From an optimization exercise on the open Yosys and OpenROAD flow, aimed at small area; shortcuts taken in it are not production practice. Function was checked by simulation only, so behaviour that the tests miss may differ from the original. Power figures rest on the tool's default switching activity, not on a simulated workload.

$ cat flow/design.v
module tdm2p (
    input  wire         clk,         
    input  wire         rstn,        
    input  wire         enable,      
    input  wire [7:0]   clkPatt,     
    input  wire [7:0]   clkMask,     
    input  wire         sclk,        
    input  wire         fs,          
    input  wire         tdmin,       
    output wire         sample,      
    output reg          valid,       
    output reg  [255:0] pdata        
);
reg             init;
reg  [7:0]      clkSamp;
reg             lastReg;
reg             lastFs;
reg  [7:0]      bitIdx;
reg  [255:0]    tdata;
reg             next;
localparam POSEDGE = 1'b1, NEGEDGE = 1'b0;
wire    posSamp    = (lastReg == NEGEDGE) && ((clkPatt & clkMask) == (clkSamp & clkMask));
wire    negSamp    = (lastReg == POSEDGE) && ((~clkPatt & clkMask) == (clkSamp & clkMask));
assign  sample     = !init && posSamp;
always @(posedge clk or negedge rstn) begin
    if (!rstn) begin
        init        <= 1'b1;
        clkSamp     <= 8'd0;
        lastReg     <= NEGEDGE;
        lastFs      <= 1'b0;
    end
    else begin
        init        <= (!enable) ? 1'b1              
                        : (posSamp && fs && !lastFs) ? 1'b0
                        : init;
        clkSamp     <= {clkSamp[6:0], sclk};         
        lastReg     <= (posSamp) ? POSEDGE           
                        : (negSamp) ? NEGEDGE 
                        : lastReg;
        lastFs      <= (posSamp) ? fs : lastFs;      
    end
end
always @(posedge clk or negedge rstn) begin
    if (!rstn) begin
        bitIdx  <= 8'd255;
        tdata   <= 256'd0;
        pdata   <= 256'd0;
        next    <= 1'b0;
        valid   <= 1'b0;
    end
    else begin
        if (!enable) begin
            bitIdx  <= 8'd255;
            tdata   <= 256'd0;
        end
        else if (enable && sample) begin
            bitIdx  <= bitIdx - 8'd1;
            tdata[bitIdx]  <= tdmin;
        end
        next    <= enable && sample && (bitIdx == 8'd0);
        valid   <= next;
        pdata   <= (next) ? tdata : pdata;
    end
end
endmodule
$ cat flow/run.sh
#!/bin/bash
# synth_recipe.tcl (not shown) runs the flow's synth.tcl, then flattens the netlist and writes it again
# the make line also repeats each setting of config.mk as NAME=value (left out here)
make -C /OpenROAD-flow-scripts/flow DESIGN_CONFIG=/design/flow/config.mk WORK_HOME=/design/flow/orfs CLKGATE_MAP_FILE= SYNTH_SCRIPT=/design/flow/synth_recipe.tcl finish
$ cat flow/config.mk
export PLATFORM = sky130hd
export DESIGN_NAME = tdm2p
export DESIGN_NICKNAME = tdm2p
export VERILOG_FILES = /design/flow/design.v
export SDC_FILE = /design/flow/constraint.sdc
export NUM_CORES = 4
export LEC_CHECK = 0
export CAP_MARGIN = 20
export CORE_MARGIN = 2
export CORE_UTILIZATION = 40
export SLEW_MARGIN = 20
$ cat flow/constraint.sdc
create_clock -name core_clock -period 10.0 [get_ports {clk}]
set_input_delay 2.0000 -clock core_clock [delete_from_list [all_inputs] [get_ports {clk}]]
set_output_delay 2.0000 -clock core_clock [all_outputs]
set_load 0.01 [all_outputs]
==> summary.txt, run 1 <==
- TNS Setup: 0 ns
- Sequential share of the synthesized area: 0.591
- Sink Count: 533
- Die area: 58400 um^2
- Most frequent cells in the layout: dfrtp_1 (523), clkdlybuf4s50_1 (277), nand2_1 (271), mux2_2 (257), nor4_1 (174)
- CTS hold repair buffers: 0
- Worst reg2reg setup slack: 6.25 ns
- # rows: 87
- Hold crit path type: flip-flop to flip-flop
- DRC Markers: 0
- Share of the synthesized area in the top cell type: 0.581
- Number of I/O port buffers: 279
- GRT Util Overall: 0.240
- Clk_skew: 0.0250 ns
- Area contributors post-synth: dfrtp_1 (58%), mux2_2 (13%), nor4_1 (4.8%)
- Worst Path Arrival: 4.53 ns
- Avg WL per Cell: 24.4 um
- CTS resizes: 0
- Number of DRC markers in iteration 0: 1600
- EDFF count, synth: 0
- DR vias: 17200
- Core area: 56100 um^2
- Initial antenna violation count: 0
- Synth area leader: dfrtp_1
- Htree depth: 2
- Nets: 2139
- Simple-Gate Fraction of Synth Area: 0.128
- WHS Endpoint: clkSamp[6]$_DFF_PN0_
- Primary FF master, synth: dfrtp_1
- TritonRoute pass-1 iters: 5
- Fillers: 4936
- Sequential Area: 13400 um^2
- Largest net degree at the start of global routing: 219
- Total CTS buffers: 56
- Fmax achieved: 153 MHz
- Final Max Tran Viols: 0
- Final Non-Filler Cells: 2911
- Worst reg-to-reg path cell count: 7
- Number of global-route vias before repair: 17200
- ANT nets after route: 0
- Crit Path Category: primary input to primary output
- Post-layout total power: 4430 uW
- Synth async-reset ratio: 1.00
- Grt ovf: 0
- Startpoint class of the critical path: primary input
- Vias per cell: 5.90
- CTS tree: built
- Syn_nets: 1950
- Clk buf depth: 3
- Multi-input gate area: 8530 um^2
- Io pins: 280
- Least-Margin Pin Slew: 1.24 ns
- FF-to-FF End: tdata[166]$_DFFE_PN0P_
- Slew headroom: 0.170
- Hold_ws: 0.395 ns
- VDD IR max: 0.000141 V
- Post-synthesis cell type count: 59
- CTS Root Cell: clkbuf_16
- Worst endpoint required time: 8.00 ns
- P per Cell Area: 159 nW/um^2
- Final Hold Violating Endpoints: 0
- Synth Area in XOR/XNOR: 0.00537
- WHS Path Cells: 0
- Critical path fanouts, max: 40
- Final Util: 0.497
- DRT Wirelength: 71000 um
- Final period util: 0.653
- Complex-gate fraction of the synthesized area: 0.0876
- Global-route wire length before repair: 109000 um
- Post-synthesis instance total: 1923
- Post-Syn Area: 22600 um^2
- Final HPWL DP: 43500 um
- Yosys reg bits: 533
- Status: complete, no violations
- Routability cong.: 0.885
- Dpl cells: 2810
- Hold Path Origin: clkSamp[5]$_DFF_PN0_
- Ys Warns: 1
- Leak: 0.0119 uW
- Clock-pin slew on the worst setup and hold paths: 0.05 ns
- Post-synthesis mux area share: 0.153
- Ratio of cells with drive above 1 in the final layout: 0.188
- Setup violators final: 0
- Die Y: 242 um
- Kind of end point of the critical path: primary output
- Synth Area per Inst: 11.7 um^2
- Die width: 242 um
- RSZ-0062 raised after global routing: no
- Main combinational cell family by area after synthesis: multiplexers
- Commonest non-fill, non-tap cell in the layout: dfrtp_1
- Starting Density: 0.403
- FF-to-FF Start: bitIdx[2]$_DFFE_PN1P_
- Synth Area in Adders: 0.00277
- Max-Cap Viols: 0
- Postcts setup bufs: 0
- Area Growth Syn to Fin: 23.4%
- Clock latency (worst-skew pair): 0.62 ns
- Tmin final: 6.53 ns
## power breakdown
group / internal [uW] / switching, uW
clock network: 1290 / 867
logic: 20.5 / 78.6
registers: 2160 / 3.39
total: 3480 / 949
## layout make-up
type / count / share of cell area
flip-flops and latches: 533 / 0.479
multi-input cells: 1199 / 0.306
repair buffers: 309 / 0.110
clock buffers: 83 / 0.0594
well taps: 756 / 0.0339
clock inverters: 17 / 0.00898
inverters: 13 / 0.00175
diodes: 1 / 0.0000898
## cell usage after synthesis, types with 13 or more instances
master    number
inv_1         13
o32ai_1       25
buf_2         15
nand2_1      272
nor4_1       174
mux2i_1       55
o21ai_1       19
mux2_2       257
nand4_1       29
nor2_1        13
dfrtp_1      524
clkbuf_1     152
nor3_1        33
o21ai_0       30
o311ai_0      29
o22ai_1      147
## kinds of logic after synthesis
| logic type | count (synthesis) |
|---|---|
| AOI/OAI and AO/OA | 290 |
| xor gates and xnor gates | 13 |
| adders and majority gates | 5 |
| buffers and inverters | 191 |
| DFF | 533 |
| muxes | 312 |
| and+or+nand+nor | 579 |
## worst max-delay path, cell delays in order
cell and delay [ns]:
clkdlybuf4s50_1 0.41, xor2_1 0.18, a221oi_1 0.37, nand4_1 0.18
buf_4 0.30, inv_1 0.10, buf_4 0.34, clkdlybuf4s50_1 0.61
## per-layer routing
metal / GRT usage / up-vias / wire length [um]
li1: - / 7524 / -
met1: 0.344 / 8708 / 31000
met2: 0.350 / 810 / 31300
met3: 0.0577 / 146 / 6150
met4: 0.0943 / 0 / 2500
met5: 0 / - / 0
## metrics by stage
step	instance area, um^2	setup slack [ns]
after global routing	27900	3.35
after CTS	27900	3.47
after global placement	25900	3.44
after floorplan	22600	4.54
final	27900	3.47
after detailed placement	25900	3.49
## registers in the layout (all words and copies together), names as in the netlist
| signal | flops |
|---|---|
| bitIdx | 8 |
| clkSamp | 8 |
| init | 1 |
| lastFs | 1 |
| lastReg | 1 |
| next | 1 |
| pdata | 256 |
| tdata | 256 |
| valid | 1 |
## worst max-delay path by stage
stage,start,endpoint,depth (start not counted)
3_3_place_gp,clkPatt[0],sample,8
3_5_place_dp,clkPatt[0],sample,8
5_1_grt,clkPatt[0],sample,8
2_1_floorplan,clkPatt[0],sample,6
4_1_cts,clkPatt[0],sample,8
6_report,clkPatt[0],sample,8
==> inputs of run 2 (changes only) <==
==> flow/design.v (replaced) <==
module tdm2p (
    input  wire         clk,         
    input  wire         rstn,        
    input  wire         enable,      
    input  wire [7:0]   clkPatt,     
    input  wire [7:0]   clkMask,     
    input  wire         sclk,        
    input  wire         fs,          
    input  wire         tdmin,       
    output wire         sample,      
    output reg          valid,       
    output wire [255:0] pdata        
);
reg             initn;       
reg  [7:0]      clkSamp;
reg             lastReg;
reg             lastFs;
reg  [7:0]      bitCnt;      
reg             next;
reg             empty;       
reg  [255:0]    tdataN;      
reg  [255:0]    pdataN;      
wire    posSamp    = !lastReg && ((clkPatt & clkMask) == (clkSamp & clkMask));
wire    negSamp    =  lastReg && ((~clkPatt & clkMask) == (clkSamp & clkMask));
assign  sample     = initn && posSamp;
always @(posedge clk or negedge rstn) begin
    if (!rstn) begin
        initn       <= 1'b0;
        clkSamp     <= 8'd0;
        lastReg     <= 1'b0;
        lastFs      <= 1'b0;
    end
    else begin
        initn       <= enable && (initn || (posSamp && fs && !lastFs));
        clkSamp     <= {clkSamp[6:0], sclk};
        lastReg     <= posSamp ? 1'b1 : negSamp ? 1'b0 : lastReg;
        lastFs      <= posSamp ? fs : lastFs;
    end
end
always @(posedge clk or negedge rstn) begin
    if (!rstn) begin
        bitCnt  <= 8'd0;
        next    <= 1'b0;
        valid   <= 1'b0;
        empty   <= 1'b1;
    end
    else begin
        if (!enable)
            bitCnt  <= 8'd0;
        else if (sample)
            bitCnt  <= bitCnt + 8'd1;
        next    <= enable && sample && (bitCnt == 8'd255);
        valid   <= next;
        empty   <= empty && !next;
    end
end
always @(posedge clk) begin
    if (sample)
        tdataN  <= {tdataN[254:0], !tdmin};
    if (next)
        pdataN  <= tdataN;
end
assign pdata = ~(pdataN | {256{empty}});
endmodule
==> run 2 against run 1 <==
Effect of this change: still clean; via count decreased by 51%; die area decreased by 22%; sequential share of layout area rose by 22 points; fmax rose by 5.6%; routed wire length decreased by 54%; largest power group unchanged.
==> summary.txt, run 2 <==
- CTS Root Cell: clkbuf_16
- Grt ovf: 0
- Setup violators final: 0
- Critical path fanouts, max: 17
- Hold crit path type: flip-flop to flip-flop
- Hold_ws: 0.406 ns
- Hold Path Origin: clkSamp[2]$_DFF_PN0_
- WHS Endpoint: clkSamp[3]$_DFF_PN0_
- Dpl cells: 1737
- Area contributors post-synth: edfxtp_1 (88%), nor2_1 (5.5%), dfrtp_1 (3.0%)
- Post-synthesis cell type count: 34
- Crit-path cells: clkdlybuf4s50_1, xor2_1, a222oi_1, nand4_1, buf_4, nor2_4, clkdlybuf4s50_1
- VDD IR max: 0.000139 V
- P per Cell Area: 195 nW/um^2
- Final Non-Filler Cells: 1838
- Yosys reg bits: 534
- Worst reg2reg setup slack: 6.51 ns
- TNS Setup: 0 ns
- Post-synthesis instance total: 895
- Primary FF master, synth: edfxtp_1
- GRT Util Overall: 0.139
- Post-Syn Area: 17500 um^2
- EDFF count, synth: 512
- Status: complete, no violations
- DR vias: 8447
- Final Hold Violating Endpoints: 0
- Worst reg-to-reg path cell count: 7
- Least-Margin Pin Slew: 1.12 ns
- ANT nets after route: 0
- Largest net degree at the start of global routing: 173
- Syn_nets: 918
- Sequential share of the synthesized area: 0.911
- Synth Area per Inst: 19.5 um^2
- Nets: 1231
- Clock latency (worst-skew pair): 0.59 ns
- CTS hold repair buffers: 0
- Kind of end point of the critical path: primary output
- CP bufs+invs: 3
- Total CTS buffers: 54
- Number of global-route vias before repair: 8489
- Area Growth Syn to Fin: 30.2%
- Clock-pin slew on the worst setup and hold paths: 0.06 ns
- Most frequent CP cell: clkdlybuf4s50_1
- Ys Warns: 1
- WHS Path Cells: 0
- Count leader, synth: edfxtp_1
- GR Layer Usage met3: 0.0481
- Final period util: 0.618
- Commonest non-fill, non-tap cell in the layout: edfxtp_1
- Clk_skew: 0.0207 ns
- Routability cong.: 0.720
- Clk buf depth: 3
- Synth area leader: edfxtp_1
- Avg WL per Cell: 17.7 um
- Share of the synthesized area in the top cell type: 0.880
- Starting Density: 0.406
- Tmin final: 6.18 ns
- Final HPWL DP: 18900 um
- Slowest stage cell, crit path: clkdlybuf4s50_1
- DRC Markers: 0
- Die area: 45400 um^2
- Max-Cap Viols: 0
- Most frequent cells in the layout: edfxtp_1 (512), clkdlybuf4s50_1 (278), nor2_1 (257), clkbuf_16 (54), dfrtp_1 (20)
- RSZ-0062 raised after global routing: no
- Ratio of cells with drive above 1 in the final layout: 0.0750
- Number of DRC markers in iteration 0: 597
- FF-to-FF Start: clkSamp[0]$_DFF_PN0_
- Worst endpoint required time: 8.00 ns
- Biggest regs: pdataN (256), tdataN (256)
- Io pins: 280
- Initial antenna violation count: 0
- Global-route wire length before repair: 48100 um
- Htree depth: 2
- Fmax achieved: 162 MHz
- Final Max Tran Viols: 0
- Vias per cell: 4.60
- Leak: 0.00725 uW
- Grt met1 use: 0.191
- Gr busiest metal: met2
- Antenna fix cells: 0
- FF-to-FF End: tdataN[124]$_DFFE_PP_
- Die width: 213 um
- CTS tree: built
- Slew headroom: 0.254
- Number of I/O port buffers: 279
- PnR worst setup slack: 3.82 ns
- Worst Path Arrival: 4.18 ns
- Pre-CTS setup slack: 3.84 ns
- Crit Path Category: primary input to primary output
- Core area: 43100 um^2
- CTS resizes: 0
- Startpoint class of the critical path: primary input
- TritonRoute pass-1 iters: 6
- Grt met2 use: 0.207
- Post-synth top cells: edfxtp_1 (512), nor2_1 (258), clkbuf_1 (29)
- Sink Count: 534
- CP max stage delay: 0.70 ns
- Synth async-reset ratio: 0.0412
- Postcts setup bufs: 0
- DRT Wirelength: 32500 um
- # rows: 76
- CP top delay family: buffers and inverters
- Die Y: 213 um
==> run 2: cell types whose count changed after synthesis, moves of 24 or more <==
cell / change
o32ai_1: -24
clkbuf_1: -123
nor2_1: +245
mux2_2: -256
mux2i_1: -53
nand2_1: -261
nor4_1: -173
nand4_1: -28
o21ai_0: -28
edfxtp_1: +512
nor3_1: -32
o22ai_1: -145
o311ai_0: -29
dfrtp_1: -503
==> run 2: worst max-delay path by stage <==
stage,cells past startpoint,slack [ns],startpoint,end
floorplan,4,1.43,clkPatt[0],sample
global placement,7,3.82,clkPatt[0],sample
detailed placement,7,3.84,clkPatt[0],sample
CTS,7,3.81,clkPatt[0],sample
global route,7,3.66,clkPatt[0],sample
finish,7,3.82,clkPatt[0],sample
==> run 2: where the power goes <==
| group | internal, uW | leakage (uW) | switching [uW] |
|---|---|---|---|
| logic | 15.5 | 0.00163 | 16.3 |
| clock network | 1170 | 0.000856 | 816 |
| registers | 2420 | 0.00477 | 3.31 |
| total | 3610 | 0.00725 | 836 |
==> run 2: logic make-up after synthesis <==
family,after synthesis,synth area share
flops,534,0.911
simple gates,287,0.0649
buf+inv,41,0.00888
compound gates,21,0.00823
xor+xnor,8,0.00401
mux,3,0.00179
fa+ha+maj,1,0.000716
==> run 2: routing by layer <==
metal / wire, um / share of wire
met4: 537 / 0.017
met1: 14600 / 0.45
met3: 2550 / 0.079
met5: 0 / 0
met2: 14800 / 0.46
==> run 2: cell type report <==
class                   count  area (um^2)
clock buffers              60         1370
repair buffers            287         2870
clock inverters            41          400
well taps                 585          732
inverters                  11         41.3
multi-input cells         320         1400
fillers                  3506        20300
flip-flops and latches    534        15900
==> run 2: worst reg2reg max path: stages (launching register included) <==
cell and delay [ns]:
dfrtp_1 0.39, xor2_1 0.17, a222oi_1 0.33, nand4_1 0.14
buf_4 0.22, nor2_4 0.18, buf_12 0.55, buf_6 1.04
==> run 2: through the flow <==
step	total power (uW)	utilization	instance area, um^2
after floorplan	2490	-	17500
after global placement	2500	0.487	21000
after detailed placement	2500	0.487	21000
after CTS	4510	0.528	22700
after global routing	4590	0.528	22700
final	4450	0.528	22700
==> inputs of run 3 (changes only) <==
--- a/flow/design.v
+++ b/flow/design.v
@@ -22,4 +22,4 @@
 reg  [255:0]    pdataN;      
-wire    posSamp    = !lastReg && ((clkPatt & clkMask) == (clkSamp & clkMask));
-wire    negSamp    =  lastReg && ((~clkPatt & clkMask) == (clkSamp & clkMask));
+wire    edgeMatch  = ~|((clkPatt ^ {8{lastReg}} ^ clkSamp) & clkMask);
+wire    posSamp    = !lastReg && edgeMatch;
 assign  sample     = initn && posSamp;
@@ -35,3 +35,3 @@
         clkSamp     <= {clkSamp[6:0], sclk};
-        lastReg     <= posSamp ? 1'b1 : negSamp ? 1'b0 : lastReg;
+        lastReg     <= lastReg ^ edgeMatch;
         lastFs      <= posSamp ? fs : lastFs;
@@ -41,3 +41,2 @@
     if (!rstn) begin
-        bitCnt  <= 8'd0;
         next    <= 1'b0;
@@ -47,6 +46,2 @@
     else begin
-        if (!enable)
-            bitCnt  <= 8'd0;
-        else if (sample)
-            bitCnt  <= bitCnt + 8'd1;
         next    <= enable && sample && (bitCnt == 8'd255);
@@ -55,2 +50,8 @@
     end
+end
+always @(posedge clk) begin
+    if (!initn)
+        bitCnt  <= 8'd0;
+    else if (sample)
+        bitCnt  <= bitCnt + 8'd1;
 end
==> flow/flow/run.sh (new file) <==
#!/bin/bash
# Standard layout with two changes: ports are buffered with the smallest
# buffer instead of the one buffer_ports picks by default, and the clock
# tree uses small clock buffers in larger sink clusters without dummy loads.
set -euo pipefail
export BUFFER_PORTS_ARGS="-buffer_cell sky130_fd_sc_hd__buf_1"
export CTS_ARGS="-sink_clustering_enable -repair_clock_nets -dont_use_dummy_load -buf_list sky130_fd_sc_hd__clkbuf_4 -sink_clustering_size 11 -sink_clustering_max_diameter 35"
bash standard.sh > standard.log 2>&1
==> flow/standard.sh (new file) <==
#!/bin/bash
# synth_recipe.tcl (not shown) runs the flow's synth.tcl, then flattens the netlist and writes it again
# the make line also repeats each setting of config.mk as NAME=value (left out here)
make -C /OpenROAD-flow-scripts/flow DESIGN_CONFIG=/design/flow/config.mk WORK_HOME=/design/flow/orfs CLKGATE_MAP_FILE= SYNTH_SCRIPT=/design/flow/synth_recipe.tcl "${@:-finish}"
--- a/flow/config.mk
+++ b/flow/config.mk
@@ -9,3 +9,3 @@
 export CORE_MARGIN = 2
-export CORE_UTILIZATION = 40
+export CORE_UTILIZATION = 70
 export SLEW_MARGIN = 20
removed: flow/run.sh
==> run 3 against run 2 <==
Effect of this change: fmax fell by 3.0%; power shrank 25%; non-clock buffer count rose by 1; area after synthesis fell by 0.23%; first-iteration DRC count increased by 9.5%; die area shrank 42%; largest power group unchanged.
==> summary.txt, run 3 <==
- Crit-path cells: buf_1, xor3_1, a22o_1, a221oi_2, and3_1, ha_1, and2_4, buf_1
- Critical path fanouts, max: 49
- Vias per cell: 5.32
- Area contributors post-synth: edfxtp_1 (88%), nor2_1 (5.6%), dfrtp_1 (1.9%)
- RSZ-0062 raised after global routing: no
- Clk buf depth: 3
- Least-Margin Pin Slew: 1.04 ns
- Pre-CTS setup slack: 3.60 ns
- VDD IR max: 0.000119 V
- Setup violators final: 0
- Avg WL per Cell: 18.6 um
- Final period util: 0.637
- Final HPWL DP: 17300 um
- Synth area leader: edfxtp_1
- Routability cong.: 0.804
- Tmin final: 6.37 ns
- Count leader, synth: edfxtp_1
- Worst Path Arrival: 4.37 ns
- Worst endpoint required time: 8.00 ns
- Number of DRC markers in iteration 0: 654
- Synth Area per Inst: 19.7 um^2
- Slowest stage cell, crit path: and2_4
- Most frequent CP cell: buf_1
- Startpoint class of the critical path: primary input
- GR Layer Usage met3: 0.0656
- Crit Path Category: primary input to primary output
- P per Cell Area: 173 nW/um^2
- CP bufs+invs: 2
- FF-to-FF Start: lastReg$_DFF_PN0_
- Nets: 1224
- Leak: 0.00582 uW
- Kind of end point of the critical path: primary output
- CP max stage delay: 0.63 ns
- CTS resizes: 0
- Commonest non-fill, non-tap cell in the layout: edfxtp_1
- Grt met2 use: 0.322
- Final Max Tran Viols: 0
- Yosys reg bits: 534
- Post-Syn Area: 17400 um^2
- Status: complete, no violations
- Sink Count: 534
- Postcts setup bufs: 0
- CP top delay family: simple AND/OR/NAND/NOR gates
- # rows: 57
- Primary FF master, synth: edfxtp_1
- Post-layout total power: 3340 uW
- Post-synthesis cell type count: 28
- Share of the synthesized area in the top cell type: 0.882
- DR vias: 8102
- PnR worst setup slack: 3.63 ns
- TritonRoute pass-1 iters: 5
- Post-synthesis instance total: 883
- CTS tree: built
- EDFF count, synth: 512
- Simple-Gate Fraction of Synth Area: 0.0627
- DRC Markers: 0
- Post-synth top cells: edfxtp_1 (512), nor2_1 (258), clkbuf_1 (29)
- Global-route wire length before repair: 42100 um
- Complex-gate fraction of the synthesized area: 0.00466
- Final Hold Violating Endpoints: 0
- Max-Cap Viols: 0
- Hold Path Origin: clkSamp[4]$_DFF_PN0_
- ANT nets after route: 0
- Final Util: 0.791
- Crit. Startpoint: clkPatt[2]
- Ys Warns: 1
- Grt ovf: 0
- Dpl cells: 1462
- Starting Density: 0.715
- Gr busiest metal: met2
- Io pins: 280
- Number of I/O port buffers: 279
- Sequential share of the synthesized area: 0.911
- Die Y: 162 um
- TNS Setup: 0 ns
- Area Growth Syn to Fin: 10.7%
- Biggest regs: pdataN (256), tdataN (256)
- Syn_nets: 907
- CTS hold repair buffers: 0
- Synth Area in Adders: 0.00144
- Grt met1 use: 0.307
- Htree depth: 2
- Slew headroom: 0.304
- Die area: 26200 um^2
- Ratio of cells with drive above 1 in the final layout: 0.0626
- Post-synthesis mux area share: 0.000574
- Total CTS buffers: 59
- Initial antenna violation count: 1
- Largest net degree at the start of global routing: 106
- CTS Root Cell: clkbuf_4
- Synth Area in XOR/XNOR: 0.0103
- Number of global-route vias before repair: 7840
- Hold crit path type: flip-flop to flip-flop
- Core area: 24400 um^2
- Fmax achieved: 157 MHz
- Most frequent cells in the layout: edfxtp_1 (512), buf_1 (279), nor2_1 (258), clkbuf_4 (59), dfrtp_1 (12)
- DRT Wirelength: 28300 um
- Clock latency (worst-skew pair): 0.69 ns
- Clock-pin slew on the worst setup and hold paths: 0.10 ns
- Synth async-reset ratio: 0.0262
- Main combinational cell family by area after synthesis: simple AND/OR/NAND/NOR gates
- GRT Util Overall: 0.213
- Die width: 162 um
- Final Non-Filler Cells: 1523
- Clk_skew: 0.0537 ns
run 3: per-layer routing:
| layer | vias up | part of all wire |
|---|---|---|
| met5 | - | 0 |
| met4 | 0 | 0.022 |
| met3 | 47 | 0.082 |
| met2 | 295 | 0.48 |
| met1 | 3932 | 0.42 |
| li1 | 3828 | - |
run 3: cells by family after synthesis:
| logic type | count (synthesis) |
|---|---|
| adders and majority gates | 2 |
| AOI/OAI and AO/OA | 10 |
| buffers and inverters | 40 |
| xor gates and xnor gates | 17 |
| and+or+nand+nor | 279 |
| muxes | 1 |
| DFF | 534 |
run 3: worst paths after layout:
kind / endpoint / slack, ns / cells after the start
setup / recovery: sample / 3.63 / 8
hold / removal: clkSamp[5]$_DFF_PN0_ / 0.40 / 0
setup reg to reg: tdataN[201]$_DFFE_PP_ / 5.41 / 9
hold reg to reg: clkSamp[5]$_DFF_PN0_ / 0.40 / 0
max in group asynchronous: next$_DFF_PN0_ / 8.06 / 1
min in group asynchronous: clkSamp[1]$_DFF_PN0_ / 1.38 / 1
run 3: final cells by class:
| class | instances | area, um^2 |
|---|---|---|
| Sequential cell | 534 | 15900 |
| Tap cell | 324 | 405 |
| Inverter | 8 | 30.0 |
| Fill cell | 1362 | 5090 |
| Clock buffer | 59 | 443 |
| Timing Repair Buffer | 288 | 1130 |
| Multi-Input combinational cell | 309 | 1390 |
| Antenna cell | 1 | 2.50 |
run 3: metrics by stage:
stage	hold WS, ns	area [um^2]
after floorplan	0.364	17400
after global placement	0.382	18800
after detailed placement	0.383	18800
after CTS	0.405	19300
after global routing	0.412	19300
final	0.401	19300
run 3: where the power goes:
part	switching (uW)	internal [uW]	leakage [uW]
Clock	594	271	0.000271
Sequential	7.96	2420	0.00472
Combinational	18.2	27.8	0.000832

afterwards: timing with drivers on the ports:
In the flow no input, the clock included, has a driving cell. The finished layouts below were timed again as built, in two steps.
Step 1 sets driving cells, clkbuf_16 on the clock port and buf_2 on the other inputs (assumed; they add their load-dependent delay and slew).
Step 2 times the ports against the registers' clock, not the clock port: input delays grow and output delays shrink by t, the midpoint of the rising clock arrivals with the driver on.
Slacks: ideal ports / drivers / drivers and shift; pairs: ideal ports / drivers.
| run | t, ns | setup WS [ns] | worst setup path at the end |
|---|---|---|---|
| run 1 | 0.665 | 3.469 / 3.446 / 3.446 | input to output |
| run 2 | 0.631 | 3.817 / 3.793 / 3.793 | input to output |
| run 3 | 0.713 | 3.626 / 3.607 / 3.607 | input to output |
After both steps every run listed still meets setup and hold. For run 2, which loses most, drivers alone change the setup slack by -0.024 ns; drivers and shift together by -0.024 ns.
